From an optimization exercise on the open Yosys and OpenROAD flow, aimed at small area; shortcuts taken in it are not production practice. Only simulation tests tie the RTL to the original design; equivalence was not proved. Power figures rest on the tool's default switching activity, not on a simulated workload.

== build 52 ==
## sync_fifo
module sync_fifo #(
	parameter	DEPTH=8,
	parameter	WIDTH=32,
	parameter	AF_LEVEL = 1,
	parameter	AE_LEVEL = 1,
	parameter	DEPTH_LOG=$clog2(DEPTH)
)(
	input					clk,
	input					rstn,
	input					push,
	input					pop,
	input 		[WIDTH-1:0]	din,
	output 		[WIDTH-1:0]	dout,
	output					full,
	output					empty,
	output					a_full,
	output					a_empty
);
For scale: about 420 cells after synthesis, ~260 flip-flops, ~72 I/O pins, about 0.0090 mm² of cells after synthesis.
Settings: LEC_CHECK=0, CAP_MARGIN=0, CORE_MARGIN=2, CORE_UTILIZATION=65, SLEW_MARGIN=0, SYNTH_HIERARCHICAL=1, SYNTH_MINIMUM_KEEP_SIZE=0; clock period 5.0 ns.
standard.sh (not shown) runs the stock make flow with config.mk's settings and CLKGATE_MAP_FILE= SYNTH_SCRIPT=/design/flow/synth_recipe.tcl, a recipe that flattens the netlist after the stock synthesis.
==> flow/flow/run.sh <==
#!/bin/bash
# Standard ORFS layout with two changes: the port buffers use the smallest buffer
# cell, and the clock tree is built with the clustering and buffers given below,
# without dummy loads.
set -euo pipefail
export BUFFER_PORTS_ARGS="-buffer_cell sky130_fd_sc_hd__buf_1"
export CTS_ARGS="-sink_clustering_enable -repair_clock_nets -buf_list sky130_fd_sc_hd__clkbuf_8 -sink_clustering_size 20 -sink_clustering_max_diameter 70 -root_buf sky130_fd_sc_hd__clkbuf_4 -tree_buf sky130_fd_sc_hd__clkbuf_4 -dont_use_dummy_load"
bash standard.sh > standard_make.log 2>&1
Modified inputs, build 33 compared to build 52
--- a/flow/flow/run.sh
+++ b/flow/flow/run.sh
@@ -7 +7 @@
-export CTS_ARGS="-sink_clustering_enable -repair_clock_nets -buf_list sky130_fd_sc_hd__clkbuf_8 -sink_clustering_size 20 -sink_clustering_max_diameter 70 -root_buf sky130_fd_sc_hd__clkbuf_4 -tree_buf sky130_fd_sc_hd__clkbuf_4 -dont_use_dummy_load"
+export CTS_ARGS="-sink_clustering_enable -repair_clock_nets -buf_list sky130_fd_sc_hd__clkbuf_8 -sink_clustering_size 20 -sink_clustering_max_diameter 70 -dont_use_dummy_load"
--- a/flow/config.mk
+++ b/flow/config.mk
@@ -8 +8 @@
-export CAP_MARGIN = 0
+export CAP_MARGIN = 20
@@ -11 +11 @@
-export SLEW_MARGIN = 0
+export SLEW_MARGIN = 20
==> summary.txt <==
The higher setup slack came out of build 33.
The final reports for build 33 and build 52 show final antenna diode count lower in the former.
Build 33: area of all placed cells without fillers is 0.45% higher than what build 52 reported.
The core of build 33 is more densely filled than that of build 52.
Build 33 against build 52: aggregate global-route resource usage has remained practically unchanged, worst hold slack has increased, multi-input combinational cell count has remained practically unchanged.
--- input diff build 33..build 40 ---
--- a/flow/config.mk
+++ b/flow/config.mk
@@ -8 +8 @@
-export CAP_MARGIN = 20
+export CAP_MARGIN = 0
@@ -10,2 +10,2 @@
-export CORE_UTILIZATION = 65
-export SLEW_MARGIN = 20
+export CORE_UTILIZATION = 75
+export SLEW_MARGIN = 0
==> summary.txt <==
Compared to build 33, build 40 has switching power total about 2.6% lower. Slack of the critical path came out higher on build 40 than on build 33. Comparing build 33 and build 40, shortest period the worst path allows is higher on build 33. Summary of the comparison: post-synthesis to final-layout area growth is lower in build 40, relative to build 33. Build 40 packs its core tighter than build 33. Floorplan die area for build 40: about 13% down relative to build 33. For met1 demand-to-capacity share in global routing, build 33 and build 40 come out practically identical.
The following lists how build 37 was set up differently from build 40:
--- a/flow/config.mk
+++ b/flow/config.mk
@@ -10 +10 @@
-export CORE_UTILIZATION = 75
+export CORE_UTILIZATION = 65
### Flow results
- Build 37 finished every stage and its layout cleared the timing, design-rule and antenna checks.
- STATUS first-pass GRT wire length: build 37 loses against build 40
- Share of the core filled with cells: build 37 lower than build 40
- Build 37 against build 40: met3 routed wirelength climbed 5.1%; total design power higher.
- In terms of internal cell power, build 37 and build 40 differ only marginally.
- Switching fraction of total power in build 37 is 0.44 points higher than in build 40
- Horizontal die dimension (build 37 / build 40): 1.07

-- what the ideal ports hide --
How much do the figures lean on ideal ports? The routed layouts below were timed once more, with nothing changed but the port constraints.
Step 1, drivers: a clkbuf_16 drives clk and a buf_2 each remaining input, both assumed.
Step 2 adds t to the input delays and takes it off the output delays; t is the mean of the earliest and latest rising clock arrival at the registers after step 1. Input paths then give back, and output paths get back, about the clock's delay inside the block.
a / b / c = ideal / step 1 / step 2; a / b = the first two.
run	t (ns)	setup WS [ns]	hold WS [ns]	clock arrival spread, ns
build 52	0.590	1.279 / 1.241 / 1.830	0.239 / 0.225 / 0.384	0.081 / 0.081
build 33	0.503	1.363 / 1.325 / 1.828	0.322 / 0.307 / 0.375	0.075 / 0.074
build 40	0.504	1.467 / 1.434 / 1.938	0.325 / 0.327 / 0.460	0.069 / 0.069
build 37	0.504	1.370 / 1.331 / 1.835	0.320 / 0.306 / 0.378	0.071 / 0.072
After both steps every run listed still meets setup and hold.
